Background: an optimization exercise with open tools, aiming at small area and a short achievable clock period. Do not read the settings as production practice. Only simulation tests tie the RTL to the original design; equivalence was not proved. Power is estimated from default activity; no workload was simulated.

## flow/design.v (module list and top-level ports; edited modules follow where they fit)
// module fpu_tree: 3408 lines
// module fpu_fa: 4 lines
// module fpu_xnor2: 3 lines
// module fpu_or2: 3 lines
// module fpu_nor2: 3 lines
// module fpu_xor2: 3 lines
// module fpu_g: 3 lines
// module fpu_gp: 4 lines
// module FPU_Main: 279 lines
// module fpu_mux2: 3 lines
module FPU_Main (
    input clk,
    input [31:0] A,
    input [31:0] B,
    input [1:0] S,
    output [31:0] O
);
  // ...
==> flow/flow/run.sh <==
#!/bin/bash
set -euo pipefail
bash standard.sh synth > synth.log 2>&1
bash standard.sh SETUP_SLACK_MARGIN=17 finish > layout.log 2>&1
==> flow/standard.sh <==
#!/bin/bash
# synth_recipe.tcl (not shown) runs the flow's synth.tcl, then flattens the netlist and writes it again
# the make line also repeats each setting of config.mk as NAME=value (left out here)
make -C /OpenROAD-flow-scripts/flow DESIGN_CONFIG=/design/flow/config.mk WORK_HOME=/design/flow/orfs CLKGATE_MAP_FILE= SYNTH_SCRIPT=/design/flow/synth_recipe.tcl "${@:-finish}"
==> flow/config.mk <==
export PLATFORM = sky130hd
export DESIGN_NAME = FPU_Main
export DESIGN_NICKNAME = FPU_Main
export VERILOG_FILES = /design/flow/design.v
export SDC_FILE = /design/flow/constraint.sdc
export NUM_CORES = 8
export LEC_CHECK = 0
export ABC_AREA = 1
export CAP_MARGIN = 20
export CORE_MARGIN = 2
export CORE_UTILIZATION = 40
export SLEW_MARGIN = 20
export SYNTH_HIERARCHICAL = 1
export SYNTH_MINIMUM_KEEP_SIZE = 0
==> flow/constraint.sdc <==
create_clock -name core_clock -period 25.0 [get_ports {clk}]
set_input_delay 5.0000 -clock core_clock [delete_from_list [all_inputs] [get_ports {clk}]]
set_output_delay 5.0000 -clock core_clock [all_outputs]
set_load 0.01 [all_outputs]
==> reports/qor.yml, run 1 <==
synthesis:
  yosysTopAreaCell: "fa_1"
  synthMuxAreaShare: 0
  synthTopCellsByArea: "fa_1, nand2_1, inv_1, dfxtp_1, edfxtp_1"
  synthFlopType: "dfxtp_1"
  synthTopCellsByCount: "nand2_1, inv_1, fa_1, nor2_1, dfxtp_1"
  yosysWarnings: 7
  syn_area_per_cell_um2: 7.26
route:
  ant_nets: 0
  route.detailed.drc: 0
  wl_met2_um: 49900
sta:
  worstMarginPinSlew_ns: 0.961
  rsz0062_at_grt: "false"
  max_freq_ghz: 0.131
power_and_ir_drop:
  power.internal_uw: 1500
  power_uw: 3920
  pg_seq_uw: 460
  switchingPower_uw: 2420
final_layout:
  nets: 4928
  seqCellArea_um2: 4370
  design.seq.count: 185
  area_growth_pct: 9.94
  postLayoutCoreUtil: 0.445
placed_design:
  io_buffers: 98
critical_path:
  r2r_setup_slack_ns: 17.37
  end_kind: "flip-flop"
  path_max_fanout: 23
min_path:
  hold_end: "sv"
  min_path_type: "flip-flop to flip-flop"
die:
  die-area_um2: 79400
status:
  outcome: "complete, no violations"
grt:
  gr-usage-all-layers: 0.277
  use_met2: 0.457
  top_usage_layer: "met2"
==> inputs of run 2 (changes only) <==
--- a/flow/design.v
+++ b/flow/design.v
@@ -1657,326 +1657,16 @@
     wire s1656;
     wire c1657;
     wire s1658;
     wire c1659;
     wire s1660;
     wire c1661;
     wire s1662;
     wire c1663;
-    wire g1664;
-    wire p1665;
-    wire g1666;
-    wire p1667;
-    wire g1668;
-    wire p1669;
-    wire g1670;
-    wire p1671;
-    wire g1672;
-    wire p1673;
-    wire g1674;
-    wire p1675;
-    wire g1676;
-    wire p1677;
-    wire g1678;
-    wire p1679;
-    wire g1680;
-    wire p1681;
-    wire g1682;
-    wire p1683;
-    wire g1684;
-    wire p1685;
-    wire g1686;
-    wire p1687;
-    wire g1688;
-    wire p1689;
-    wire g1690;
-    wire p1691;
-    wire g1692;
-    wire p1693;
-    wire g1694;
-    wire p1695;
-    wire g1696;
-    wire p1697;
-    wire g1698;
-    wire p1699;
-    wire g1700;
-    wire p1701;
-    wire g1702;
-    wire p1703;
-    wire g1704;
-    wire p1705;
-    wire g1706;
-    wire p1707;
-    wire g1708;
-    wire p1709;
-    wire g1710;
-    wire p1711;
-    wire g1712;
-    wire p1713;
-    wire g1714;
-    wire p1715;
-    wire g1716;
-    wire p1717;
-    wire g1718;
-    wire p1719;
-    wire g1720;
-    wire p1721;
-    wire g1722;
-    wire p1723;
-    wire g1724;
-    wire p1725;
-    wire g1726;
-    wire p1727;
-    wire g1728;
-    wire p1729;
-    wire g1730;
-    wire p1731;
-    wire g1732;
-    wire p1733;
-    wire g1734;
-    wire p1735;
-    wire g1736;
-    wire p1737;
-    wire g1738;
-    wire p1739;
-    wire g1740;
-    wire p1741;
-    wire g1742;
-    wire p1743;
-    wire g1744;
-    wire p1745;
-    wire g1746;
-    wire p1747;
-    wire g1748;
-    wire p1749;
-    wire g1750;
-    wire p1751;
-    wire g1752;
-    wire p1753;
-    wire g1754;
-    wire p1755;
-    wire g1756;
-    wire p1757;
-    wire g1758;
-    wire p1759;
-    wire g1760;
-    wire p1761;
-    wire G1762;
-    wire G1763;
-    wire P1764;
-    wire G1765;
-    wire P1766;
-    wire G1767;
-    wire P1768;
-    wire G1769;
-    wire P1770;
-    wire G1771;
-    wire P1772;
-    wire G1773;
-    wire P1774;
-    wire G1775;
-    wire P1776;
-    wire G1777;
-    wire P1778;
-    wire G1779;
-    wire P1780;
-    wire G1781;
-    wire P1782;
-    wire G1783;
-    wire P1784;
-    wire G1785;
-    wire P1786;
-    wire G1787;
-    wire P1788;
-    wire G1789;
-    wire P1790;
-    wire G1791;
-    wire P1792;
-    wire G1793;
-    wire P1794;
-    wire G1795;
-    wire P1796;
-    wire G1797;
-    wire P1798;
-    wire G1799;
-    wire P1800;
-    wire G1801;
-    wire P1802;
-    wire G1803;
-    wire P1804;
-    wire G1805;
-    wire P1806;
-    wire G1807;
-    wire P1808;
-    wire G1809;
-    wire G1810;
-    wire G1811;
-    wire P1812;
-    wire G1813;
-    wire P1814;
-    wire G1815;
-    wire P1816;
-    wire G1817;
-    wire P1818;
-    wire G1819;
-    wire P1820;
-    wire G1821;
-    wire P1822;
-    wire G1823;
-    wire P1824;
-    wire G1825;
-    wire P1826;
-    wire G1827;
-    wire P1828;
-    wire G1829;
-    wire P1830;
-    wire G1831;
-    wire P1832;
-    wire G1833;
-    wire P1834;
-    wire G1835;
-    wire P1836;
-    wire G1837;
-    wire P1838;
-    wire G1839;
-    wire P1840;
-    wire G1841;
-    wire P1842;
-    wire G1843;
-    wire P1844;
-    wire G1845;
-    wire P1846;
-    wire G1847;
-    wire P1848;
-    wire G1849;
-    wire P1850;
-    wire G1851;
-    wire P1852;
-    wire G1853;
-    wire P1854;
-    wire G1855;
-    wire G1856;
-    wire G1857;
-    wire G1858;
-    wire G1859;
-    wire P1860;
-    wire G1861;
-    wire P1862;
-    wire G1863;
-    wire P1864;
-    wire G1865;
-    wire P1866;
-    wire G1867;
-    wire P1868;
-    wire G1869;
-    wire P1870;
-    wire G1871;
-    wire P1872;
-    wire G1873;
-    wire P1874;
-    wire G1875;
-    wire P1876;
-    wire G1877;
-    wire P1878;
-    wire G1879;
-    wire P1880;
-    wire G1881;
-    wire P1882;
-    wire G1883;
-    wire P1884;
-    wire G1885;
-    wire P1886;
-    wire G1887;
-    wire P1888;
-    wire G1889;
-    wire P1890;
-    wire G1891;
-    wire P1892;
-    wire G1893;
-    wire P1894;
-    wire G1895;
-    wire P1896;
-    wire G1897;
-    wire P1898;
-    wire G1899;
-    wire G1900;
-    wire G1901;
-    wire G1902;
-    wire G1903;
-    wire G1904;
-    wire G1905;
-    wire G1906;
-    wire G1907;
-    wire P1908;
-    wire G1909;
-    wire P1910;
-    wire G1911;
-    wire P1912;
-    wire G1913;
-    wire P1914;
-    wire G1915;
-    wire P1916;
-    wire G1917;
-    wire P1918;
-    wire G1919;
-    wire P1920;
-    wire G1921;
-    wire P1922;
-    wire G1923;
-    wire P1924;
-    wire G1925;
-    wire P1926;
-    wire G1927;
-    wire P1928;
-    wire G1929;
-    wire P1930;
-    wire G1931;
-    wire P1932;
-    wire G1933;
-    wire P1934;
-    wire G1935;
-    wire P1936;
-    wire G1937;
-    wire P1938;
-    wire G1939;
-    wire G1940;
-    wire G1941;
-    wire G1942;
-    wire G1943;
-    wire G1944;
-    wire G1945;
-    wire G1946;
-    wire G1947;
-    wire G1948;
-    wire G1949;
-    wire G1950;
-    wire G1951;
-    wire G1952;
-    wire G1953;
-    wire G1954;
-    wire G1955;
-    wire P1956;
-    wire G1957;
-    wire G1958;
-    wire G1959;
-    wire G1960;
-    wire G1961;
-    wire G1962;
-    wire G1963;
-    wire G1964;
-    wire G1965;
-    wire G1966;
-    wire G1967;
-    wire G1968;
-    wire G1969;
-    wire G1970;
-    wire G1971;
-    wire G1972;
-    wire G1973;
     assign pp1 = ~(xv[0] & yv[0]);
     assign pp2 = ~(xv[1] & yv[0]);
     assign pp3 = ~(xv[2] & yv[0]);
     assign pp4 = ~(xv[3] & yv[0]);
     assign pp5 = ~(xv[4] & yv[0]);
     assign pp6 = ~(xv[5] & yv[0]);
     assign pp7 = ~(xv[6] & yv[0]);
     assign pp8 = ~(xv[7] & yv[0]);
@@ -3123,244 +2813,641 @@
     fpu_fa f500 (.a(c1637), .b(s1646), .ci(an597), .s(s1648), .co(c1649));
     fpu_fa f501 (.a(c1639), .b(s1648), .ci(c1641), .s(s1650), .co(c1651));
     fpu_fa f502 (.a(pp528), .b(pp551), .ci(pp574), .s(s1652), .co(c1653));
     fpu_fa f503 (.a(c1645), .b(s1652), .ci(c1647), .s(s1654), .co(c1655));
     fpu_fa f504 (.a(an598), .b(s1654), .ci(c1649), .s(s1656), .co(c1657));
     fpu_fa f505 (.a(pp552), .b(pp575), .ci(c1653), .s(s1658), .co(c1659));
     fpu_fa f506 (.a(s1658), .b(an599), .ci(c1655), .s(s1660), .co(c1661));
     fpu_fa f507 (.a(pp576), .b(c1659), .ci(an600), .s(s1662), .co(c1663));
-    fpu_nor2 n0 (.a(pp1), .b(1'b1), .y(g1664));
-    fpu_xor2 x0 (.a(pp1), .b(1'b1), .y(p1665));
-    fpu_nor2 n1 (.a(pp2), .b(pp25), .y(g1666));
-    fpu_xor2 x1 (.a(pp2), .b(pp25), .y(p1667));
-    fpu_nor2 n2 (.a(pp49), .b(s604), .y(g1668));
-    fpu_xor2 x2 (.a(pp49), .b(s604), .y(p1669));
-    fpu_nor2 n3 (.a(s608), .b(s606), .y(g1670));
-    fpu_xor2 x3 (.a(s608), .b(s606), .y(p1671));
-    fpu_nor2 n4 (.a(s614), .b(s612), .y(g1672));
-    fpu_xor2 x4 (.a(s614), .b(s612), .y(p1673));
-    fpu_nor2 n5 (.a(s620), .b(s622), .y(g1674));
-    fpu_xor2 x5 (.a(s620), .b(s622), .y(p1675));
-    fpu_nor2 n6 (.a(s632), .b(s630), .y(g1676));
-    fpu_xor2 x6 (.a(s632), .b(s630), .y(p1677));
-    fpu_nor2 n7 (.a(s642), .b(s644), .y(g1678));
-    fpu_xor2 x7 (.a(s642), .b(s644), .y(p1679));
-    fpu_nor2 n8 (.a(s656), .b(s658), .y(g1680));
-    fpu_xor2 x8 (.a(s656), .b(s658), .y(p1681));
-    fpu_nor2 n9 (.a(s672), .b(s674), .y(g1682));
-    fpu_xor2 x9 (.a(s672), .b(s674), .y(p1683));
-    fpu_nor2 n10 (.a(c675), .b(s692), .y(g1684));
-    fpu_xor2 x10 (.a(c675), .b(s692), .y(p1685));
-    fpu_nor2 n11 (.a(c693), .b(s712), .y(g1686));
-    fpu_xor2 x11 (.a(c693), .b(s712), .y(p1687));
-    fpu_nor2 n12 (.a(c713), .b(s734), .y(g1688));
-    fpu_xor2 x12 (.a(c713), .b(s734), .y(p1689));
-    fpu_nor2 n13 (.a(c735), .b(s758), .y(g1690));
-    fpu_xor2 x13 (.a(c735), .b(s758), .y(p1691));
-    fpu_nor2 n14 (.a(c759), .b(s784), .y(g1692));
-    fpu_xor2 x14 (.a(c759), .b(s784), .y(p1693));
-    fpu_nor2 n15 (.a(c785), .b(s812), .y(g1694));
-    fpu_xor2 x15 (.a(c785), .b(s812), .y(p1695));
-    fpu_nor2 n16 (.a(c813), .b(s842), .y(g1696));
-    fpu_xor2 x16 (.a(c813), .b(s842), .y(p1697));
-    fpu_nor2 n17 (.a(c843), .b(s874), .y(g1698));
-    fpu_xor2 x17 (.a(c843), .b(s874), .y(p1699));
-    fpu_nor2 n18 (.a(c875), .b(s908), .y(g1700));
-    fpu_xor2 x18 (.a(c875), .b(s908), .y(p1701));
-    fpu_nor2 n19 (.a(c909), .b(s944), .y(g1702));
-    fpu_xor2 x19 (.a(c909), .b(s944), .y(p1703));
-    fpu_nor2 n20 (.a(c945), .b(s982), .y(g1704));
-    fpu_xor2 x20 (.a(c945), .b(s982), .y(p1705));
-    fpu_nor2 n21 (.a(c983), .b(s1022), .y(g1706));
-    fpu_xor2 x21 (.a(c983), .b(s1022), .y(p1707));
-    fpu_nor2 n22 (.a(c1023), .b(s1064), .y(g1708));
-    fpu_xor2 x22 (.a(c1023), .b(s1064), .y(p1709));
-    fpu_nor2 n23 (.a(c1065), .b(s1110), .y(g1710));
-    fpu_xor2 x23 (.a(c1065), .b(s1110), .y(p1711));
-    fpu_nor2 n24 (.a(c1111), .b(s1156), .y(g1712));
-    fpu_xor2 x24 (.a(c1111), .b(s1156), .y(p1713));
-    fpu_nor2 n25 (.a(c1157), .b(s1200), .y(g1714));
-    fpu_xor2 x25 (.a(c1157), .b(s1200), .y(p1715));
-    fpu_nor2 n26 (.a(s1242), .b(c1201), .y(g1716));
-    fpu_xor2 x26 (.a(s1242), .b(c1201), .y(p1717));
-    fpu_nor2 n27 (.a(c1243), .b(s1282), .y(g1718));
-    fpu_xor2 x27 (.a(c1243), .b(s1282), .y(p1719));
-    fpu_nor2 n28 (.a(c1283), .b(s1320), .y(g1720));
-    fpu_xor2 x28 (.a(c1283), .b(s1320), .y(p1721));
-    fpu_nor2 n29 (.a(c1321), .b(s1356), .y(g1722));
-    fpu_xor2 x29 (.a(c1321), .b(s1356), .y(p1723));
-    fpu_nor2 n30 (.a(c1357), .b(s1390), .y(g1724));
-    fpu_xor2 x30 (.a(c1357), .b(s1390), .y(p1725));
-    fpu_nor2 n31 (.a(c1391), .b(s1422), .y(g1726));
-    fpu_xor2 x31 (.a(c1391), .b(s1422), .y(p1727));
-    fpu_nor2 n32 (.a(c1423), .b(s1452), .y(g1728));
-    fpu_xor2 x32 (.a(c1423), .b(s1452), .y(p1729));
-    fpu_nor2 n33 (.a(c1453), .b(s1480), .y(g1730));
-    fpu_xor2 x33 (.a(c1453), .b(s1480), .y(p1731));
-    fpu_nor2 n34 (.a(c1481), .b(s1506), .y(g1732));
-    fpu_xor2 x34 (.a(c1481), .b(s1506), .y(p1733));
-    fpu_nor2 n35 (.a(c1507), .b(s1530), .y(g1734));
-    fpu_xor2 x35 (.a(c1507), .b(s1530), .y(p1735));
-    fpu_nor2 n36 (.a(c1531), .b(s1552), .y(g1736));
-    fpu_xor2 x36 (.a(c1531), .b(s1552), .y(p1737));
-    fpu_nor2 n37 (.a(c1553), .b(s1572), .y(g1738));
-    fpu_xor2 x37 (.a(c1553), .b(s1572), .y(p1739));
-    fpu_nor2 n38 (.a(c1573), .b(s1590), .y(g1740));
-    fpu_xor2 x38 (.a(c1573), .b(s1590), .y(p1741));
-    fpu_nor2 n39 (.a(s1606), .b(c1591), .y(g1742));
-    fpu_xor2 x39 (.a(s1606), .b(c1591), .y(p1743));
-    fpu_nor2 n40 (.a(s1620), .b(c1607), .y(g1744));
-    fpu_xor2 x40 (.a(s1620), .b(c1607), .y(p1745));
-    fpu_nor2 n41 (.a(c1621), .b(s1632), .y(g1746));
-    fpu_xor2 x41 (.a(c1621), .b(s1632), .y(p1747));
-    fpu_nor2 n42 (.a(c1633), .b(s1642), .y(g1748));
-    fpu_xor2 x42 (.a(c1633), .b(s1642), .y(p1749));
-    fpu_nor2 n43 (.a(c1643), .b(s1650), .y(g1750));
-    fpu_xor2 x43 (.a(c1643), .b(s1650), .y(p1751));
-    fpu_nor2 n44 (.a(s1656), .b(c1651), .y(g1752));
-    fpu_xor2 x44 (.a(s1656), .b(c1651), .y(p1753));
-    fpu_nor2 n45 (.a(s1660), .b(c1657), .y(g1754));
-    fpu_xor2 x45 (.a(s1660), .b(c1657), .y(p1755));
-    fpu_nor2 n46 (.a(s1662), .b(c1661), .y(g1756));
-    fpu_xor2 x46 (.a(s1662), .b(c1661), .y(p1757));
-    fpu_nor2 n47 (.a(an601), .b(c1663), .y(g1758));
-    fpu_xor2 x47 (.a(an601), .b(c1663), .y(p1759));
-    fpu_nor2 n48 (.a(an602), .b(1'b1), .y(g1760));
-    fpu_xor2 x48 (.a(an602), .b(1'b1), .y(p1761));
-    fpu_g k1 (.gh(g1666), .ph(p1667), .gl(g1664), .g(G1762));
-    fpu_gp k2 (.gh(g1670), .ph(p1671), .gl(g1668), .pl(p1669), .g(G1763), .p(P1764));
-    fpu_gp k3 (.gh(g1674), .ph(p1675), .gl(g1672), .pl(p1673), .g(G1765), .p(P1766));
-    fpu_gp k4 (.gh(g1678), .ph(p1679), .gl(g1676), .pl(p1677), .g(G1767), .p(P1768));
-    fpu_gp k5 (.gh(g1682), .ph(p1683), .gl(g1680), .pl(p1681), .g(G1769), .p(P1770));
-    fpu_gp k6 (.gh(g1686), .ph(p1687), .gl(g1684), .pl(p1685), .g(G1771), .p(P1772));
-    fpu_gp k7 (.gh(g1690), .ph(p1691), .gl(g1688), .pl(p1689), .g(G1773), .p(P1774));
-    fpu_gp k8 (.gh(g1694), .ph(p1695), .gl(g1692), .pl(p1693), .g(G1775), .p(P1776));
-    fpu_gp k9 (.gh(g1698), .ph(p1699), .gl(g1696), .pl(p1697), .g(G1777), .p(P1778));
-    fpu_gp k10 (.gh(g1702), .ph(p1703), .gl(g1700), .pl(p1701), .g(G1779), .p(P1780));
-    fpu_gp k11 (.gh(g1706), .ph(p1707), .gl(g1704), .pl(p1705), .g(G1781), .p(P1782));
-    fpu_gp k12 (.gh(g1710), .ph(p1711), .gl(g1708), .pl(p1709), .g(G1783), .p(P1784));
-    fpu_gp k13 (.gh(g1714), .ph(p1715), .gl(g1712), .pl(p1713), .g(G1785), .p(P1786));
-    fpu_gp k14 (.gh(g1718), .ph(p1719), .gl(g1716), .pl(p1717), .g(G1787), .p(P1788));
-    fpu_gp k15 (.gh(g1722), .ph(p1723), .gl(g1720), .pl(p1721), .g(G1789), .p(P1790));
-    fpu_gp k16 (.gh(g1726), .ph(p1727), .gl(g1724), .pl(p1725), .g(G1791), .p(P1792));
-    fpu_gp k17 (.gh(g1730), .ph(p1731), .gl(g1728), .pl(p1729), .g(G1793), .p(P1794));
-    fpu_gp k18 (.gh(g1734), .ph(p1735), .gl(g1732), .pl(p1733), .g(G1795), .p(P1796));
-    fpu_gp k19 (.gh(g1738), .ph(p1739), .gl(g1736), .pl(p1737), .g(G1797), .p(P1798));
-    fpu_gp k20 (.gh(g1742), .ph(p1743), .gl(g1740), .pl(p1741), .g(G1799), .p(P1800));
-    fpu_gp k21 (.gh(g1746), .ph(p1747), .gl(g1744), .pl(p1745), .g(G1801), .p(P1802));
-    fpu_gp k22 (.gh(g1750), .ph(p1751), .gl(g1748), .pl(p1749), .g(G1803), .p(P1804));
-    fpu_gp k23 (.gh(g1754), .ph(p1755), .gl(g1752), .pl(p1753), .g(G1805), .p(P1806));
-    fpu_gp k24 (.gh(g1758), .ph(p1759), .gl(g1756), .pl(p1757), .g(G1807), .p(P1808));
-    fpu_g k25 (.gh(g1668), .ph(p1669), .gl(G1762), .g(G1809));
-    fpu_g k26 (.gh(G1763), .ph(P1764), .gl(G1762), .g(G1810));
-    fpu_gp k27 (.gh(g1676), .ph(p1677), .gl(G1765), .pl(P1766), .g(G1811), .p(P1812));
-    fpu_gp k28 (.gh(G1767), .ph(P1768), .gl(G1765), .pl(P1766), .g(G1813), .p(P1814));
-    fpu_gp k29 (.gh(g1684), .ph(p1685), .gl(G1769), .pl(P1770), .g(G1815), .p(P1816));
-    fpu_gp k30 (.gh(G1771), .ph(P1772), .gl(G1769), .pl(P1770), .g(G1817), .p(P1818));
-    fpu_gp k31 (.gh(g1692), .ph(p1693), .gl(G1773), .pl(P1774), .g(G1819), .p(P1820));
-    fpu_gp k32 (.gh(G1775), .ph(P1776), .gl(G1773), .pl(P1774), .g(G1821), .p(P1822));
-    fpu_gp k33 (.gh(g1700), .ph(p1701), .gl(G1777), .pl(P1778), .g(G1823), .p(P1824));
-    fpu_gp k34 (.gh(G1779), .ph(P1780), .gl(G1777), .pl(P1778), .g(G1825), .p(P1826));
-    fpu_gp k35 (.gh(g1708), .ph(p1709), .gl(G1781), .pl(P1782), .g(G1827), .p(P1828));
-    fpu_gp k36 (.gh(G1783), .ph(P1784), .gl(G1781), .pl(P1782), .g(G1829), .p(P1830));
-    fpu_gp k37 (.gh(g1716), .ph(p1717), .gl(G1785), .pl(P1786), .g(G1831), .p(P1832));
-    fpu_gp k38 (.gh(G1787), .ph(P1788), .gl(G1785), .pl(P1786), .g(G1833), .p(P1834));
-    fpu_gp k39 (.gh(g1724), .ph(p1725), .gl(G1789), .pl(P1790), .g(G1835), .p(P1836));
-    fpu_gp k40 (.gh(G1791), .ph(P1792), .gl(G1789), .pl(P1790), .g(G1837), .p(P1838));
-    fpu_gp k41 (.gh(g1732), .ph(p1733), .gl(G1793), .pl(P1794), .g(G1839), .p(P1840));
-    fpu_gp k42 (.gh(G1795), .ph(P1796), .gl(G1793), .pl(P1794), .g(G1841), .p(P1842));
-    fpu_gp k43 (.gh(g1740), .ph(p1741), .gl(G1797), .pl(P1798), .g(G1843), .p(P1844));
-    fpu_gp k44 (.gh(G1799), .ph(P1800), .gl(G1797), .pl(P1798), .g(G1845), .p(P1846));
-    fpu_gp k45 (.gh(g1748), .ph(p1749), .gl(G1801), .pl(P1802), .g(G1847), .p(P1848));
-    fpu_gp k46 (.gh(G1803), .ph(P1804), .gl(G1801), .pl(P1802), .g(G1849), .p(P1850));
-    fpu_gp k47 (.gh(g1756), .ph(p1757), .gl(G1805), .pl(P1806), .g(G1851), .p(P1852));
-    fpu_gp k48 (.gh(G1807), .ph(P1808), .gl(G1805), .pl(P1806), .g(G1853), .p(P1854));
-    fpu_g k49 (.gh(g1672), .ph(p1673), .gl(G1810), .g(G1855));
-    fpu_g k50 (.gh(G1765), .ph(P1766), .gl(G1810), .g(G1856));
-    fpu_g k51 (.gh(G1811), .ph(P1812), .gl(G1810), .g(G1857));
-    fpu_g k52 (.gh(G1813), .ph(P1814), .gl(G1810), .g(G1858));
-    fpu_gp k53 (.gh(g1688), .ph(p1689), .gl(G1817), .pl(P1818), .g(G1859), .p(P1860));
-    fpu_gp k54 (.gh(G1773), .ph(P1774), .gl(G1817), .pl(P1818), .g(G1861), .p(P1862));
-    fpu_gp k55 (.gh(G1819), .ph(P1820), .gl(G1817), .pl(P1818), .g(G1863), .p(P1864));
-    fpu_gp k56 (.gh(G1821), .ph(P1822), .gl(G1817), .pl(P1818), .g(G1865), .p(P1866));
-    fpu_gp k57 (.gh(g1704), .ph(p1705), .gl(G1825), .pl(P1826), .g(G1867), .p(P1868));
-    fpu_gp k58 (.gh(G1781), .ph(P1782), .gl(G1825), .pl(P1826), .g(G1869), .p(P1870));
-    fpu_gp k59 (.gh(G1827), .ph(P1828), .gl(G1825), .pl(P1826), .g(G1871), .p(P1872));
-    fpu_gp k60 (.gh(G1829), .ph(P1830), .gl(G1825), .pl(P1826), .g(G1873), .p(P1874));
-    fpu_gp k61 (.gh(g1720), .ph(p1721), .gl(G1833), .pl(P1834), .g(G1875), .p(P1876));
-    fpu_gp k62 (.gh(G1789), .ph(P1790), .gl(G1833), .pl(P1834), .g(G1877), .p(P1878));
-    fpu_gp k63 (.gh(G1835), .ph(P1836), .gl(G1833), .pl(P1834), .g(G1879), .p(P1880));
-    fpu_gp k64 (.gh(G1837), .ph(P1838), .gl(G1833), .pl(P1834), .g(G1881), .p(P1882));
-    fpu_gp k65 (.gh(g1736), .ph(p1737), .gl(G1841), .pl(P1842), .g(G1883), .p(P1884));
-    fpu_gp k66 (.gh(G1797), .ph(P1798), .gl(G1841), .pl(P1842), .g(G1885), .p(P1886));
-    fpu_gp k67 (.gh(G1843), .ph(P1844), .gl(G1841), .pl(P1842), .g(G1887), .p(P1888));
-    fpu_gp k68 (.gh(G1845), .ph(P1846), .gl(G1841), .pl(P1842), .g(G1889), .p(P1890));
-    fpu_gp k69 (.gh(g1752), .ph(p1753), .gl(G1849), .pl(P1850), .g(G1891), .p(P1892));
-    fpu_gp k70 (.gh(G1805), .ph(P1806), .gl(G1849), .pl(P1850), .g(G1893), .p(P1894));
-    fpu_gp k71 (.gh(G1851), .ph(P1852), .gl(G1849), .pl(P1850), .g(G1895), .p(P1896));
-    fpu_gp k72 (.gh(G1853), .ph(P1854), .gl(G1849), .pl(P1850), .g(G1897), .p(P1898));
-    fpu_g k73 (.gh(g1680), .ph(p1681), .gl(G1858), .g(G1899));
-    fpu_g k74 (.gh(G1769), .ph(P1770), .gl(G1858), .g(G1900));
-    fpu_g k75 (.gh(G1815), .ph(P1816), .gl(G1858), .g(G1901));
-    fpu_g k76 (.gh(G1817), .ph(P1818), .gl(G1858), .g(G1902));
-    fpu_g k77 (.gh(G1859), .ph(P1860), .gl(G1858), .g(G1903));
-    fpu_g k78 (.gh(G1861), .ph(P1862), .gl(G1858), .g(G1904));
-    fpu_g k79 (.gh(G1863), .ph(P1864), .gl(G1858), .g(G1905));
-    fpu_g k80 (.gh(G1865), .ph(P1866), .gl(G1858), .g(G1906));
-    fpu_gp k81 (.gh(g1712), .ph(p1713), .gl(G1873), .pl(P1874), .g(G1907), .p(P1908));
-    fpu_gp k82 (.gh(G1785), .ph(P1786), .gl(G1873), .pl(P1874), .g(G1909), .p(P1910));
-    fpu_gp k83 (.gh(G1831), .ph(P1832), .gl(G1873), .pl(P1874), .g(G1911), .p(P1912));
-    fpu_gp k84 (.gh(G1833), .ph(P1834), .gl(G1873), .pl(P1874), .g(G1913), .p(P1914));
-    fpu_gp k85 (.gh(G1875), .ph(P1876), .gl(G1873), .pl(P1874), .g(G1915), .p(P1916));
-    fpu_gp k86 (.gh(G1877), .ph(P1878), .gl(G1873), .pl(P1874), .g(G1917), .p(P1918));
-    fpu_gp k87 (.gh(G1879), .ph(P1880), .gl(G1873), .pl(P1874), .g(G1919), .p(P1920));
-    fpu_gp k88 (.gh(G1881), .ph(P1882), .gl(G1873), .pl(P1874), .g(G1921), .p(P1922));
-    fpu_gp k89 (.gh(g1744), .ph(p1745), .gl(G1889), .pl(P1890), .g(G1923), .p(P1924));
-    fpu_gp k90 (.gh(G1801), .ph(P1802), .gl(G1889), .pl(P1890), .g(G1925), .p(P1926));
-    fpu_gp k91 (.gh(G1847), .ph(P1848), .gl(G1889), .pl(P1890), .g(G1927), .p(P1928));
-    fpu_gp k92 (.gh(G1849), .ph(P1850), .gl(G1889), .pl(P1890), .g(G1929), .p(P1930));
-    fpu_gp k93 (.gh(G1891), .ph(P1892), .gl(G1889), .pl(P1890), .g(G1931), .p(P1932));
-    fpu_gp k94 (.gh(G1893), .ph(P1894), .gl(G1889), .pl(P1890), .g(G1933), .p(P1934));
-    fpu_gp k95 (.gh(G1895), .ph(P1896), .gl(G1889), .pl(P1890), .g(G1935), .p(P1936));
-    fpu_gp k96 (.gh(G1897), .ph(P1898), .gl(G1889), .pl(P1890), .g(G1937), .p(P1938));
-    fpu_g k97 (.gh(g1696), .ph(p1697), .gl(G1906), .g(G1939));
-    fpu_g k98 (.gh(G1777), .ph(P1778), .gl(G1906), .g(G1940));
-    fpu_g k99 (.gh(G1823), .ph(P1824), .gl(G1906), .g(G1941));
-    fpu_g k100 (.gh(G1825), .ph(P1826), .gl(G1906), .g(G1942));
-    fpu_g k101 (.gh(G1867), .ph(P1868), .gl(G1906), .g(G1943));
-    fpu_g k102 (.gh(G1869), .ph(P1870), .gl(G1906), .g(G1944));
-    fpu_g k103 (.gh(G1871), .ph(P1872), .gl(G1906), .g(G1945));
-    fpu_g k104 (.gh(G1873), .ph(P1874), .gl(G1906), .g(G1946));
-    fpu_g k105 (.gh(G1907), .ph(P1908), .gl(G1906), .g(G1947));
-    fpu_g k106 (.gh(G1909), .ph(P1910), .gl(G1906), .g(G1948));
-    fpu_g k107 (.gh(G1911), .ph(P1912), .gl(G1906), .g(G1949));
-    fpu_g k108 (.gh(G1913), .ph(P1914), .gl(G1906), .g(G1950));
-    fpu_g k109 (.gh(G1915), .ph(P1916), .gl(G1906), .g(G1951));
-    fpu_g k110 (.gh(G1917), .ph(P1918), .gl(G1906), .g(G1952));
-    fpu_g k111 (.gh(G1919), .ph(P1920), .gl(G1906), .g(G1953));
-    fpu_g k112 (.gh(G1921), .ph(P1922), .gl(G1906), .g(G1954));
-    fpu_gp k113 (.gh(g1760), .ph(p1761), .gl(G1937), .pl(P1938), .g(G1955), .p(P1956));
-    fpu_g k114 (.gh(g1728), .ph(p1729), .gl(G1954), .g(G1957));
-    fpu_g k115 (.gh(G1793), .ph(P1794), .gl(G1954), .g(G1958));
-    fpu_g k116 (.gh(G1839), .ph(P1840), .gl(G1954), .g(G1959));
-    fpu_g k117 (.gh(G1841), .ph(P1842), .gl(G1954), .g(G1960));
-    fpu_g k118 (.gh(G1883), .ph(P1884), .gl(G1954), .g(G1961));
-    fpu_g k119 (.gh(G1885), .ph(P1886), .gl(G1954), .g(G1962));
-    fpu_g k120 (.gh(G1887), .ph(P1888), .gl(G1954), .g(G1963));
-    fpu_g k121 (.gh(G1889), .ph(P1890), .gl(G1954), .g(G1964));
-    fpu_g k122 (.gh(G1923), .ph(P1924), .gl(G1954), .g(G1965));
-    fpu_g k123 (.gh(G1925), .ph(P1926), .gl(G1954), .g(G1966));
-    fpu_g k124 (.gh(G1927), .ph(P1928), .gl(G1954), .g(G1967));
-    fpu_g k125 (.gh(G1929), .ph(P1930), .gl(G1954), .g(G1968));
-    fpu_g k126 (.gh(G1931), .ph(P1932), .gl(G1954), .g(G1969));
-    fpu_g k127 (.gh(G1933), .ph(P1934), .gl(G1954), .g(G1970));
-    fpu_g k128 (.gh(G1935), .ph(P1936), .gl(G1954), .g(G1971));
-    fpu_g k129 (.gh(G1937), .ph(P1938), .gl(G1954), .g(G1972));
-    fpu_g k130 (.gh(G1955), .ph(P1956), .gl(G1954), .g(G1973));
+    wire [48:0] r0 = {an602, an601, s1662, s1660, s1656, c1643, c1633, c1621, s1620, s1606, c1573, c1553, c1531, c1507, c1481, c1453, c1423, c1391, c1357, c1321, c1283, c1243, s1242, c1157, c1111, c1065, c1023, c983, c945, c909, c875, c843, c813, c785, c759, c735, c713, c693, c675, s672, s656, s642, s632, s620, s614, s608, pp49, pp2, pp1};
+    wire [48:0] r1 = {1'b1, c1663, c1661, c1657, c1651, s1650, s1642, s1632, c1607, c1591, s1590, s1572, s1552, s1530, s1506, s1480, s1452, s1422, s1390, s1356, s1320, s1282, c1201, s1200, s1156, s1110, s1064, s1022, s982, s944, s908, s874, s842, s812, s784, s758, s734, s712, s692, s674, s658, s644, s630, s622, s612, s606, s604, pp25, 1'b1};
+    fpu_cpa u_cpa (.a(r0), .b(r1), .p(p));
+endmodule
+module fpu_cpa (input [48:0] a, input [48:0] b, output [48:0] p);
+    wire g1664;
+    wire p1665;
+    wire g1666;
+    wire p1667;
+    wire g1668;
+    wire p1669;
+    wire g1670;
+    wire p1671;
+    wire g1672;
+    wire p1673;
+    wire g1674;
+    wire p1675;
+    wire g1676;
+    wire p1677;
+    wire g1678;
+    wire p1679;
+    wire g1680;
+    wire p1681;
+    wire g1682;
+    wire p1683;
+    wire g1684;
+    wire p1685;
+    wire g1686;
+    wire p1687;
+    wire g1688;
+    wire p1689;
+    wire g1690;
+    wire p1691;
+    wire g1692;
+    wire p1693;
+    wire g1694;
+    wire p1695;
+    wire g1696;
+    wire p1697;
+    wire g1698;
+    wire p1699;
+    wire g1700;
+    wire p1701;
+    wire g1702;
+    wire p1703;
+    wire g1704;
+    wire p1705;
+    wire g1706;
+    wire p1707;
+    wire g1708;
+    wire p1709;
+    wire g1710;
+    wire p1711;
+    wire g1712;
+    wire p1713;
+    wire g1714;
+    wire p1715;
+    wire g1716;
+    wire p1717;
+    wire g1718;
+    wire p1719;
+    wire g1720;
+    wire p1721;
+    wire g1722;
+    wire p1723;
+    wire g1724;
+    wire p1725;
+    wire g1726;
+    wire p1727;
+    wire g1728;
+    wire p1729;
+    wire g1730;
+    wire p1731;
+    wire g1732;
+    wire p1733;
+    wire g1734;
+    wire p1735;
+    wire g1736;
+    wire p1737;
+    wire g1738;
+    wire p1739;
+    wire g1740;
+    wire p1741;
+    wire g1742;
+    wire p1743;
+    wire g1744;
+    wire p1745;
+    wire g1746;
+    wire p1747;
+    wire g1748;
+    wire p1749;
+    wire g1750;
+    wire p1751;
+    wire g1752;
+    wire p1753;
+    wire g1754;
+    wire p1755;
+    wire g1756;
+    wire p1757;
+    wire g1758;
+    wire p1759;
+    wire g1760;
+    wire p1761;
+    wire G1762;
+    wire G1763;
+    wire P1764;
+    wire G1765;
+    wire P1766;
+    wire G1767;
+    wire P1768;
+    wire G1769;
+    wire P1770;
+    wire G1771;
+    wire P1772;
+    wire G1773;
+    wire P1774;
+    wire G1775;
+    wire P1776;
+    wire G1777;
+    wire P1778;
+    wire G1779;
+    wire P1780;
+    wire G1781;
+    wire P1782;
+    wire G1783;
+    wire P1784;
+    wire G1785;
+    wire P1786;
+    wire G1787;
+    wire P1788;
+    wire G1789;
+    wire P1790;
+    wire G1791;
+    wire P1792;
+    wire G1793;
+    wire P1794;
+    wire G1795;
+    wire P1796;
+    wire G1797;
+    wire P1798;
+    wire G1799;
+    wire P1800;
+    wire G1801;
+    wire P1802;
+    wire G1803;
+    wire P1804;
+    wire G1805;
+    wire P1806;
+    wire G1807;
+    wire P1808;
+    wire G1809;
+    wire G1810;
+    wire G1811;
+    wire P1812;
+    wire G1813;
+    wire P1814;
+    wire G1815;
+    wire P1816;
+    wire G1817;
+    wire P1818;
+    wire G1819;
+    wire P1820;
+    wire G1821;
+    wire P1822;
+    wire G1823;
+    wire P1824;
+    wire G1825;
+    wire P1826;
+    wire G1827;
+    wire P1828;
+    wire G1829;
+    wire P1830;
+    wire G1831;
+    wire P1832;
+    wire G1833;
+    wire P1834;
+    wire G1835;
+    wire P1836;
+    wire G1837;
+    wire P1838;
+    wire G1839;
+    wire P1840;
+    wire G1841;
+    wire P1842;
+    wire G1843;
+    wire P1844;
+    wire G1845;
+    wire P1846;
+    wire G1847;
+    wire P1848;
+    wire G1849;
+    wire P1850;
+    wire G1851;
+    wire P1852;
+    wire G1853;
+    wire P1854;
+    wire G1855;
+    wire G1856;
+    wire G1857;
+    wire G1858;
+    wire G1859;
+    wire P1860;
+    wire G1861;
+    wire P1862;
+    wire G1863;
+    wire P1864;
+    wire G1865;
+    wire P1866;
+    wire G1867;
+    wire P1868;
+    wire G1869;
+    wire P1870;
+    wire G1871;
+    wire P1872;
+    wire G1873;
+    wire P1874;
+    wire G1875;
+    wire P1876;
+    wire G1877;
+    wire P1878;
+    wire G1879;
+    wire P1880;
+    wire G1881;
+    wire P1882;
+    wire G1883;
+    wire P1884;
+    wire G1885;
+    wire P1886;
+    wire G1887;
+    wire P1888;
+    wire G1889;
+    wire P1890;
+    wire G1891;
+    wire P1892;
+    wire G1893;
+    wire P1894;
+    wire G1895;
+    wire P1896;
+    wire G1897;
+    wire P1898;
+    wire G1899;
+    wire G1900;
+    wire G1901;
+    wire G1902;
+    wire G1903;
+    wire G1904;
+    wire G1905;
+    wire G1906;
+    wire G1907;
+    wire P1908;
+    wire G1909;
+    wire P1910;
+    wire G1911;
+    wire P1912;
+    wire G1913;
+    wire P1914;
+    wire G1915;
+    wire P1916;
+    wire G1917;
+    wire P1918;
+    wire G1919;
+    wire P1920;
+    wire G1921;
+    wire P1922;
+    wire G1923;
+    wire P1924;
+    wire G1925;
+    wire P1926;
+    wire G1927;
+    wire P1928;
+    wire G1929;
+    wire P1930;
+    wire G1931;
+    wire P1932;
+    wire G1933;
+    wire P1934;
+    wire G1935;
+    wire P1936;
+    wire G1937;
+    wire P1938;
+    wire G1939;
+    wire G1940;
+    wire G1941;
+    wire G1942;
+    wire G1943;
+    wire G1944;
+    wire G1945;
+    wire G1946;
+    wire G1947;
+    wire G1948;
+    wire G1949;
+    wire G1950;
+    wire G1951;
+    wire G1952;
+    wire G1953;
+    wire G1954;
+    wire G1955;
+    wire P1956;
+    wire G1957;
+    wire G1958;
+    wire G1959;
+    wire G1960;
+    wire G1961;
+    wire G1962;
+    wire G1963;
+    wire G1964;
+    wire G1965;
+    wire G1966;
+    wire G1967;
+    wire G1968;
+    wire G1969;
+    wire G1970;
+    wire G1971;
+    wire G1972;
+    wire G1973;
+    assign g1664 = ~(a[0] | b[0]);
+    assign p1665 = a[0] ^ b[0];
+    assign g1666 = ~(a[1] | b[1]);
+    assign p1667 = a[1] ^ b[1];
+    assign g1668 = ~(a[2] | b[2]);
+    assign p1669 = a[2] ^ b[2];
+    assign g1670 = ~(a[3] | b[3]);
+    assign p1671 = a[3] ^ b[3];
+    assign g1672 = ~(a[4] | b[4]);
+    assign p1673 = a[4] ^ b[4];
+    assign g1674 = ~(a[5] | b[5]);
+    assign p1675 = a[5] ^ b[5];
+    assign g1676 = ~(a[6] | b[6]);
+    assign p1677 = a[6] ^ b[6];
+    assign g1678 = ~(a[7] | b[7]);
+    assign p1679 = a[7] ^ b[7];
+    assign g1680 = ~(a[8] | b[8]);
+    assign p1681 = a[8] ^ b[8];
+    assign g1682 = ~(a[9] | b[9]);
+    assign p1683 = a[9] ^ b[9];
+    assign g1684 = ~(a[10] | b[10]);
+    assign p1685 = a[10] ^ b[10];
+    assign g1686 = ~(a[11] | b[11]);
+    assign p1687 = a[11] ^ b[11];
+    assign g1688 = ~(a[12] | b[12]);
+    assign p1689 = a[12] ^ b[12];
+    assign g1690 = ~(a[13] | b[13]);
+    assign p1691 = a[13] ^ b[13];
+    assign g1692 = ~(a[14] | b[14]);
+    assign p1693 = a[14] ^ b[14];
+    assign g1694 = ~(a[15] | b[15]);
+    assign p1695 = a[15] ^ b[15];
+    assign g1696 = ~(a[16] | b[16]);
+    assign p1697 = a[16] ^ b[16];
+    assign g1698 = ~(a[17] | b[17]);
+    assign p1699 = a[17] ^ b[17];
+    assign g1700 = ~(a[18] | b[18]);
+    assign p1701 = a[18] ^ b[18];
+    assign g1702 = ~(a[19] | b[19]);
+    assign p1703 = a[19] ^ b[19];
+    assign g1704 = ~(a[20] | b[20]);
+    assign p1705 = a[20] ^ b[20];
+    assign g1706 = ~(a[21] | b[21]);
+    assign p1707 = a[21] ^ b[21];
+    assign g1708 = ~(a[22] | b[22]);
+    assign p1709 = a[22] ^ b[22];
+    assign g1710 = ~(a[23] | b[23]);
+    assign p1711 = a[23] ^ b[23];
+    assign g1712 = ~(a[24] | b[24]);
+    assign p1713 = a[24] ^ b[24];
+    assign g1714 = ~(a[25] | b[25]);
+    assign p1715 = a[25] ^ b[25];
+    assign g1716 = ~(a[26] | b[26]);
+    assign p1717 = a[26] ^ b[26];
+    assign g1718 = ~(a[27] | b[27]);
+    assign p1719 = a[27] ^ b[27];
+    assign g1720 = ~(a[28] | b[28]);
+    assign p1721 = a[28] ^ b[28];
+    assign g1722 = ~(a[29] | b[29]);
+    assign p1723 = a[29] ^ b[29];
+    assign g1724 = ~(a[30] | b[30]);
+    assign p1725 = a[30] ^ b[30];
+    assign g1726 = ~(a[31] | b[31]);
+    assign p1727 = a[31] ^ b[31];
+    assign g1728 = ~(a[32] | b[32]);
+    assign p1729 = a[32] ^ b[32];
+    assign g1730 = ~(a[33] | b[33]);
+    assign p1731 = a[33] ^ b[33];
+    assign g1732 = ~(a[34] | b[34]);
+    assign p1733 = a[34] ^ b[34];
+    assign g1734 = ~(a[35] | b[35]);
+    assign p1735 = a[35] ^ b[35];
+    assign g1736 = ~(a[36] | b[36]);
+    assign p1737 = a[36] ^ b[36];
+    assign g1738 = ~(a[37] | b[37]);
+    assign p1739 = a[37] ^ b[37];
+    assign g1740 = ~(a[38] | b[38]);
+    assign p1741 = a[38] ^ b[38];
+    assign g1742 = ~(a[39] | b[39]);
+    assign p1743 = a[39] ^ b[39];
+    assign g1744 = ~(a[40] | b[40]);
+    assign p1745 = a[40] ^ b[40];
+    assign g1746 = ~(a[41] | b[41]);
+    assign p1747 = a[41] ^ b[41];
+    assign g1748 = ~(a[42] | b[42]);
+    assign p1749 = a[42] ^ b[42];
+    assign g1750 = ~(a[43] | b[43]);
+    assign p1751 = a[43] ^ b[43];
+    assign g1752 = ~(a[44] | b[44]);
+    assign p1753 = a[44] ^ b[44];
+    assign g1754 = ~(a[45] | b[45]);
+    assign p1755 = a[45] ^ b[45];
+    assign g1756 = ~(a[46] | b[46]);
+    assign p1757 = a[46] ^ b[46];
+    assign g1758 = ~(a[47] | b[47]);
+    assign p1759 = a[47] ^ b[47];
+    assign g1760 = ~(a[48] | b[48]);
+    assign p1761 = a[48] ^ b[48];
+    assign G1762 = g1666 | (p1667 & g1664);
+    assign G1763 = g1670 | (p1671 & g1668);
+    assign P1764 = p1671 & p1669;
+    assign G1765 = g1674 | (p1675 & g1672);
+    assign P1766 = p1675 & p1673;
+    assign G1767 = g1678 | (p1679 & g1676);
+    assign P1768 = p1679 & p1677;
+    assign G1769 = g1682 | (p1683 & g1680);
+    assign P1770 = p1683 & p1681;
+    assign G1771 = g1686 | (p1687 & g1684);
+    assign P1772 = p1687 & p1685;
+    assign G1773 = g1690 | (p1691 & g1688);
+    assign P1774 = p1691 & p1689;
+    assign G1775 = g1694 | (p1695 & g1692);
+    assign P1776 = p1695 & p1693;
+    assign G1777 = g1698 | (p1699 & g1696);
+    assign P1778 = p1699 & p1697;
+    assign G1779 = g1702 | (p1703 & g1700);
+    assign P1780 = p1703 & p1701;
+    assign G1781 = g1706 | (p1707 & g1704);
+    assign P1782 = p1707 & p1705;
+    assign G1783 = g1710 | (p1711 & g1708);
+    assign P1784 = p1711 & p1709;
+    assign G1785 = g1714 | (p1715 & g1712);
+    assign P1786 = p1715 & p1713;
+    assign G1787 = g1718 | (p1719 & g1716);
+    assign P1788 = p1719 & p1717;
+    assign G1789 = g1722 | (p1723 & g1720);
+    assign P1790 = p1723 & p1721;
+    assign G1791 = g1726 | (p1727 & g1724);
+    assign P1792 = p1727 & p1725;
+    assign G1793 = g1730 | (p1731 & g1728);
+    assign P1794 = p1731 & p1729;
+    assign G1795 = g1734 | (p1735 & g1732);
+    assign P1796 = p1735 & p1733;
+    assign G1797 = g1738 | (p1739 & g1736);
+    assign P1798 = p1739 & p1737;
+    assign G1799 = g1742 | (p1743 & g1740);
+    assign P1800 = p1743 & p1741;
+    assign G1801 = g1746 | (p1747 & g1744);
+    assign P1802 = p1747 & p1745;
+    assign G1803 = g1750 | (p1751 & g1748);
+    assign P1804 = p1751 & p1749;
+    assign G1805 = g1754 | (p1755 & g1752);
+    assign P1806 = p1755 & p1753;
+    assign G1807 = g1758 | (p1759 & g1756);
+    assign P1808 = p1759 & p1757;
+    assign G1809 = g1668 | (p1669 & G1762);
+    assign G1810 = G1763 | (P1764 & G1762);
+    assign G1811 = g1676 | (p1677 & G1765);
+    assign P1812 = p1677 & P1766;
+    assign G1813 = G1767 | (P1768 & G1765);
+    assign P1814 = P1768 & P1766;
+    assign G1815 = g1684 | (p1685 & G1769);
+    assign P1816 = p1685 & P1770;
+    assign G1817 = G1771 | (P1772 & G1769);
+    assign P1818 = P1772 & P1770;
+    assign G1819 = g1692 | (p1693 & G1773);
+    assign P1820 = p1693 & P1774;
+    assign G1821 = G1775 | (P1776 & G1773);
+    assign P1822 = P1776 & P1774;
+    assign G1823 = g1700 | (p1701 & G1777);
+    assign P1824 = p1701 & P1778;
+    assign G1825 = G1779 | (P1780 & G1777);
+    assign P1826 = P1780 & P1778;
+    assign G1827 = g1708 | (p1709 & G1781);
+    assign P1828 = p1709 & P1782;
+    assign G1829 = G1783 | (P1784 & G1781);
+    assign P1830 = P1784 & P1782;
+    assign G1831 = g1716 | (p1717 & G1785);
+    assign P1832 = p1717 & P1786;
+    assign G1833 = G1787 | (P1788 & G1785);
+    assign P1834 = P1788 & P1786;
+    assign G1835 = g1724 | (p1725 & G1789);
+    assign P1836 = p1725 & P1790;
+    assign G1837 = G1791 | (P1792 & G1789);
+    assign P1838 = P1792 & P1790;
+    assign G1839 = g1732 | (p1733 & G1793);
+    assign P1840 = p1733 & P1794;
+    assign G1841 = G1795 | (P1796 & G1793);
+    assign P1842 = P1796 & P1794;
+    assign G1843 = g1740 | (p1741 & G1797);
+    assign P1844 = p1741 & P1798;
+    assign G1845 = G1799 | (P1800 & G1797);
+    assign P1846 = P1800 & P1798;
+    assign G1847 = g1748 | (p1749 & G1801);
+    assign P1848 = p1749 & P1802;
+    assign G1849 = G1803 | (P1804 & G1801);
+    assign P1850 = P1804 & P1802;
+    assign G1851 = g1756 | (p1757 & G1805);
+    assign P1852 = p1757 & P1806;
+    assign G1853 = G1807 | (P1808 & G1805);
+    assign P1854 = P1808 & P1806;
+    assign G1855 = g1672 | (p1673 & G1810);
+    assign G1856 = G1765 | (P1766 & G1810);
+    assign G1857 = G1811 | (P1812 & G1810);
+    assign G1858 = G1813 | (P1814 & G1810);
+    assign G1859 = g1688 | (p1689 & G1817);
+    assign P1860 = p1689 & P1818;
+    assign G1861 = G1773 | (P1774 & G1817);
+    assign P1862 = P1774 & P1818;
+    assign G1863 = G1819 | (P1820 & G1817);
+    assign P1864 = P1820 & P1818;
+    assign G1865 = G1821 | (P1822 & G1817);
+    assign P1866 = P1822 & P1818;
+    assign G1867 = g1704 | (p1705 & G1825);
+    assign P1868 = p1705 & P1826;
+    assign G1869 = G1781 | (P1782 & G1825);
+    assign P1870 = P1782 & P1826;
+    assign G1871 = G1827 | (P1828 & G1825);
+    assign P1872 = P1828 & P1826;
+    assign G1873 = G1829 | (P1830 & G1825);
+    assign P1874 = P1830 & P1826;
+    assign G1875 = g1720 | (p1721 & G1833);
+    assign P1876 = p1721 & P1834;
+    assign G1877 = G1789 | (P1790 & G1833);
+    assign P1878 = P1790 & P1834;
+    assign G1879 = G1835 | (P1836 & G1833);
+    assign P1880 = P1836 & P1834;
+    assign G1881 = G1837 | (P1838 & G1833);
+    assign P1882 = P1838 & P1834;
+    assign G1883 = g1736 | (p1737 & G1841);
+    assign P1884 = p1737 & P1842;
+    assign G1885 = G1797 | (P1798 & G1841);
+    assign P1886 = P1798 & P1842;
+    assign G1887 = G1843 | (P1844 & G1841);
+    assign P1888 = P1844 & P1842;
+    assign G1889 = G1845 | (P1846 & G1841);
+    assign P1890 = P1846 & P1842;
+    assign G1891 = g1752 | (p1753 & G1849);
+    assign P1892 = p1753 & P1850;
+    assign G1893 = G1805 | (P1806 & G1849);
+    assign P1894 = P1806 & P1850;
+    assign G1895 = G1851 | (P1852 & G1849);
+    assign P1896 = P1852 & P1850;
+    assign G1897 = G1853 | (P1854 & G1849);
+    assign P1898 = P1854 & P1850;
+    assign G1899 = g1680 | (p1681 & G1858);
+    assign G1900 = G1769 | (P1770 & G1858);
+    assign G1901 = G1815 | (P1816 & G1858);
+    assign G1902 = G1817 | (P1818 & G1858);
+    assign G1903 = G1859 | (P1860 & G1858);
+    assign G1904 = G1861 | (P1862 & G1858);
+    assign G1905 = G1863 | (P1864 & G1858);
+    assign G1906 = G1865 | (P1866 & G1858);
+    assign G1907 = g1712 | (p1713 & G1873);
+    assign P1908 = p1713 & P1874;
+    assign G1909 = G1785 | (P1786 & G1873);
+    assign P1910 = P1786 & P1874;
+    assign G1911 = G1831 | (P1832 & G1873);
+    assign P1912 = P1832 & P1874;
+    assign G1913 = G1833 | (P1834 & G1873);
+    assign P1914 = P1834 & P1874;
+    assign G1915 = G1875 | (P1876 & G1873);
+    assign P1916 = P1876 & P1874;
+    assign G1917 = G1877 | (P1878 & G1873);
+    assign P1918 = P1878 & P1874;
+    assign G1919 = G1879 | (P1880 & G1873);
+    assign P1920 = P1880 & P1874;
+    assign G1921 = G1881 | (P1882 & G1873);
+    assign P1922 = P1882 & P1874;
+    assign G1923 = g1744 | (p1745 & G1889);
+    assign P1924 = p1745 & P1890;
+    assign G1925 = G1801 | (P1802 & G1889);
+    assign P1926 = P1802 & P1890;
+    assign G1927 = G1847 | (P1848 & G1889);
+    assign P1928 = P1848 & P1890;
+    assign G1929 = G1849 | (P1850 & G1889);
+    assign P1930 = P1850 & P1890;
+    assign G1931 = G1891 | (P1892 & G1889);
+    assign P1932 = P1892 & P1890;
+    assign G1933 = G1893 | (P1894 & G1889);
+    assign P1934 = P1894 & P1890;
+    assign G1935 = G1895 | (P1896 & G1889);
+    assign P1936 = P1896 & P1890;
+    assign G1937 = G1897 | (P1898 & G1889);
+    assign P1938 = P1898 & P1890;
+    assign G1939 = g1696 | (p1697 & G1906);
+    assign G1940 = G1777 | (P1778 & G1906);
+    assign G1941 = G1823 | (P1824 & G1906);
+    assign G1942 = G1825 | (P1826 & G1906);
+    assign G1943 = G1867 | (P1868 & G1906);
+    assign G1944 = G1869 | (P1870 & G1906);
+    assign G1945 = G1871 | (P1872 & G1906);
+    assign G1946 = G1873 | (P1874 & G1906);
+    assign G1947 = G1907 | (P1908 & G1906);
+    assign G1948 = G1909 | (P1910 & G1906);
+    assign G1949 = G1911 | (P1912 & G1906);
+    assign G1950 = G1913 | (P1914 & G1906);
+    assign G1951 = G1915 | (P1916 & G1906);
+    assign G1952 = G1917 | (P1918 & G1906);
+    assign G1953 = G1919 | (P1920 & G1906);
+    assign G1954 = G1921 | (P1922 & G1906);
+    assign G1955 = g1760 | (p1761 & G1937);
+    assign P1956 = p1761 & P1938;
+    assign G1957 = g1728 | (p1729 & G1954);
+    assign G1958 = G1793 | (P1794 & G1954);
+    assign G1959 = G1839 | (P1840 & G1954);
+    assign G1960 = G1841 | (P1842 & G1954);
+    assign G1961 = G1883 | (P1884 & G1954);
+    assign G1962 = G1885 | (P1886 & G1954);
+    assign G1963 = G1887 | (P1888 & G1954);
+    assign G1964 = G1889 | (P1890 & G1954);
+    assign G1965 = G1923 | (P1924 & G1954);
+    assign G1966 = G1925 | (P1926 & G1954);
+    assign G1967 = G1927 | (P1928 & G1954);
+    assign G1968 = G1929 | (P1930 & G1954);
+    assign G1969 = G1931 | (P1932 & G1954);
+    assign G1970 = G1933 | (P1934 & G1954);
+    assign G1971 = G1935 | (P1936 & G1954);
+    assign G1972 = G1937 | (P1938 & G1954);
+    assign G1973 = G1955 | (P1956 & G1954);
     assign p[0] = p1665;
     assign p[1] = p1667 ^ g1664;
     assign p[2] = p1669 ^ G1762;
     assign p[3] = p1671 ^ G1809;
     assign p[4] = p1673 ^ G1810;
     assign p[5] = p1675 ^ G1855;
     assign p[6] = p1677 ^ G1856;
     assign p[7] = p1679 ^ G1857;
@@ -3411,29 +3498,16 @@
     assign co = (a & b) | (a & ci) | (b & ci);
 endmodule
 module fpu_xnor2 (input a, input b, output y);
     assign y = ~(a ^ b);
 endmodule
 module fpu_or2 (input a, input b, output y);
     assign y = a | b;
 endmodule
-module fpu_nor2 (input a, input b, output y);
-    assign y = ~(a | b);
-endmodule
-module fpu_xor2 (input a, input b, output y);
-    assign y = a ^ b;
-endmodule
-module fpu_g (input gh, input ph, input gl, output g);
-    assign g = gh | (ph & gl);
-endmodule
-module fpu_gp (input gh, input ph, input gl, input pl, output g, output p);
-    assign g = gh | (ph & gl);
-    assign p = ph & pl;
-endmodule
 module FPU_Main (
     input clk,
     input [31:0] A,
     input [31:0] B,
     input [1:0] S,
     output [31:0] O
 );
     localparam [1:0] OP_ADD = 2'd0, OP_SQRT = 2'd1, OP_MUL = 2'd2, OP_DIV = 2'd3;
==> run 2 against run 1 <==
- clock-buffer cell count grew 1
- area after synthesis fell by 3.6%
- still clean
- total power rose by 10%
- critical path depth decreased by 4
- via count shrank 8.7%
- setup slack worse by 0.13 ns
- die area down 3.5%
- clock skew shrank 0.0018 ns
- sequential power is 4% higher
- utilization shrank 0.73 points
- clock power is 2% lower
- fmax is 1.6% lower
==> reports/qor.yml, run 2 <==
die:
  rows: 100  # was 101
  start_util: 0.402  # was 0.405
  core_um2: 74100  # was 76,200 um^2
  die_h_um: 277  # was 282 um
  die-area_um2: 76600  # was 79,400 um^2
  ioPinCount: 99  # unchanged
  die_w_um: 277  # was 282 um
power_and_ir_drop:
  switching_share: 0.591  # was 0.617
  powerDensity_nw_per_um2: 133  # was 116 nW/um^2
  clkPwrFrac: 0.065  # was 0.074
  switchingPower_uw: 2560  # was 2420 uW
  combPwrFrac: 0.824  # was 0.809
  p_seq_frac: 0.111  # was 0.117
  p_leak_uw: 0.0126  # was 0.0139 uW
  power.internal_uw: 1770  # was 1500 uW
  peakVddDrop_uv: 136  # was 118 uV
synthesis:
  ys_types: 63  # was 59
  synthTopCellsByCount: "nand2_1, inv_1, fa_1, nand3_1, nor2_1"  # was nand2_1, inv_1, fa_1, nor2_1, dfxtp_1
  yosysWarnings: 7  # unchanged
  synthArstFlopShare: 0  # unchanged
  synth-edff-count: 65  # unchanged
  ys_ff_latch: 185  # unchanged
  netlist.area_leader.share: 0.352  # was 0.335
  synthTopCellsByArea: "fa_1, nand2_1, dfxtp_1, inv_1, edfxtp_1"  # was fa_1, nand2_1, inv_1, dfxtp_1, edfxtp_1
  syn_inst: 3729  # was 4,253
  yosysTopAreaCell: "fa_1"  # unchanged
  synth.most_common_cell: "nand2_1"  # unchanged
  syn_area_um2: 29800  # was 30,900 um^2
  synthFlopType: "dfxtp_1"  # unchanged
  syn_area_per_cell_um2: 7.98  # was 7.26 um^2
  ys_seq_area_frac: 0.146  # was 0.141
route:
  firstDrtPassIters: 6  # was 7
  vias: 25400  # was 27,800
  route.detailed.drc: 0  # unchanged
  wirelength_um: 101000  # was 108,000 um
  viasPerCell: 5.35  # was 5.20
  ant_nets: 0  # unchanged
  route.detailed.wl_per_inst_um: 21.3  # was 20.3 um
  drt_iter0_markers: 2374  # was 2,869
min_path:
  worstHoldStart: "t[28]"  # was sv
  min_path_type: "flip-flop to flip-flop"  # unchanged
grt:
  grt_pass1_vias: 26300  # was 27,900
  grt-ovfl-total: 0  # unchanged
  gr-usage-all-layers: 0.268  # was 0.277
  antenna_found_initial: 1  # was 3
  grt_pass1_wl_um: 156000  # was 164,000 um
  grt_max_degree: 47  # unchanged
sta:
  max_freq_ghz: 0.129  # was 0.131 GHz
  rsz0062_at_grt: "false"  # unchanged
  worstMarginPinSlew_ns: 0.997  # was 0.961 ns
  slew_headroom: 0.329  # was 0.358
  finalCritPeriodShare: 0.310  # was 0.305
  final-hold-violation-count: 0  # unchanged
  finalSetupTns_ns: 0  # unchanged
  maxSlewViolCount: 0  # unchanged
  setup_ws_ns: 17.24  # was 17.37 ns
  setup_viol: 0  # unchanged
  skew_ns: 0.0161  # was 0.0179 ns
  period_needed_ns: 7.76  # was 7.63 ns
critical_path:
  slowest_delay_ns: 0.74  # about the same
  path_max_fanout: 46  # was 23
  crit_start: "t[4]"  # was t[1]
  crit_arrival_ns: 8.13  # was 8.05 ns
  timing.rr.start: "t[4]"  # was t[1]
  end_kind: "flip-flop"  # unchanged
  cp.required_ns: 25.37  # was 25.42 ns
  critPathKind: "flip-flop to flip-flop"  # unchanged
  cp-start-kind: "flip-flop"  # unchanged
  crit_top_cell: "nand2_1"  # unchanged
  cp_slowest_cell: "dfxtp_1"  # unchanged
final_layout:
  final_cell_mix: "nand2_1, inv_1, fa_1, nand3_1, nor2_1"  # was nand2_1, inv_1, fa_1, nor2_1, dfxtp_1
  final_cells: 4750  # was 5,350
  postLayoutCoreUtil: 0.438  # was 0.445
  postLayoutCellArea_um2: 32400  # was 33,900 um^2
  fill_cells: 7429  # was 7,748
  diodes: 0  # unchanged
  mostFrequentLayoutCell: "nand2_1"  # unchanged
  area_growth_pct: 8.98  # was 9.94%
  drive_above_1_share: 0.0741  # was 0.0606
  nets: 4442  # was 4,928
clock_network:
  h-tree-depth: 4  # unchanged
  clkTransAtPathRegs_ns: 0.09  # was 0.08 ns
  cts_root_buf: "clkbuf_16"  # unchanged
  clk_latency_ns: 0.47  # was 0.48 ns
  numCtsBuffers: 17  # unchanged
  cts_sinks: 185  # unchanged
  cts_tree: "done"  # unchanged
  clk_path_buf_depth: 2  # unchanged
placed_design:
  dp.cells: 4706  # was 5,291
  dp_hpwl_um: 72600  # was 77,100 um
  globalplace.congestion: 0.904  # was 0.925
  dp_slack_ns: 16.68  # was 16.72 ns
  io_buffers: 98  # unchanged
  postPlaceCellArea_um2: 31500  # was 32,700 um^2
flow_run:
  maxCapViolCount: 0  # unchanged
status:
  outcome: "complete, no violations"  # unchanged
run 2: cell count changes after synthesis, moves of 16 or more:
cell     previous run  this run
ha_1               37        84
nor2_1            139       123
a21oi_1            64        98
inv_1             761       530
nand3_1           113       153
xnor2_1            41        71
nand2_1          1865      1406
run 2: path summary, 6_finish.rpt:
kind,depth (start not counted),to,slack (ns)
min,0,y[28],0.50
min reg2reg,0,y[28],0.50
max reg2reg,32,t[0],17.24
max,32,t[0],17.24
run 2: layer usage:
metal,GRT usage,routed length [um]
met3,0.0569,8790
met5,0,0
met1,0.338,39700
met4,0.124,5630
met2,0.440,47000
run 2: worst max-delay path: cells and delay by family (launching register included):
family / cells / cell delay, ns
fa+ha+maj: 8 / 3.88
compound gates: 2 / 0.46
buf+inv: 8 / 1.31
simple gates: 14 / 1.21
flops: 1 / 0.74
run 2: final cells by class:
cell class / instances / area, um^2 / share of cell area
Multi-Input combinational cell: 2854 / 22600 / 0.697
Sequential cell: 185 / 4360 / 0.135
Inverter: 549 / 2080 / 0.0640
Timing Repair Buffer: 161 / 1570 / 0.0485
Tap cell: 969 / 1210 / 0.0374
Clock buffer: 18 / 450 / 0.0139
Clock inverter: 14 / 146 / 0.00451
run 2: cell families after synthesis:
family / synth area share
buffers and inverters: 0.113
multiplexers: 0.000336
XOR/XNOR: 0.0380
AND/OR/NAND/NOR: 0.250
other: 0.000126
AO/OA/AOI/OAI: 0.0654
flip-flops: 0.146
adder cells (fa/ha/maj): 0.387
run 2: power groups by stage:
stage / logic (uW) / registers, uW / clock network (uW)
2_1_floorplan: 2610 / 433 / 0
5_1_grt: 4020 / 481 / 298
3_5_place_dp: 3490 / 480 / 0
6_report: 3560 / 478 / 283
4_1_cts: 3530 / 475 / 289
3_3_place_gp: 3490 / 482 / 0
run 2: metrics by stage:
step / hold WS, ns / power, uW
final: 0.502 / 4330
after global placement: 0.503 / 3970
after floorplan: 0.493 / 3040
after detailed placement: 0.500 / 3970
after global routing: 0.522 / 4800
after CTS: 0.514 / 4300
run 2: modules after synthesis, one instance, submodules excluded:
module / cell area, um^2 / cells
FPU_Main: 12000 / 1628
fpu_cpa: 3000 / 554
fpu_fa: 20.0 / 1
fpu_mux2: 15.0 / 4
fpu_or2: 11.3 / 3
fpu_tree: 3350 / 700
fpu_xnor2: 18.8 / 5
run 2: what timing repair did:
action                                  CTS  global route
gates cloned                              4             0
endpoints found under the setup margin   31            31
hold buffers                              0             0
setup buffers                             4             4
gates resized for setup                   7            32
pin swaps                                 5             3

[port drivers added, routing unchanged]
In the flow no input, the clock included, has a driving cell. The finished layouts below were timed again as built, in two steps. Step 1: set_driving_cell puts a clkbuf_16 on clk and a buf_2 on each other input, an assumption about the parent block. Step 2, shift: input delay + t, output delay - t, t = (earliest + latest rising clock arrival at the registers) / 2. This alone moves slack from input paths to output paths. a / b / c = ideal ports / drivers / drivers and shift; a / b = the first two.
| run | t (ns) | setup WS [ns] | worst data-port slew with drivers (ns) | cell pins on the clock port's net |
|---|---|---|---|---|
| run 1 | 0.524 | 17.372 / 17.372 / 17.372 | 0.05 | 1 |
| run 2 | 0.511 | 17.244 / 17.244 / 17.244 | 0.07 | 1 |
After both steps every run listed still meets setup and hold.
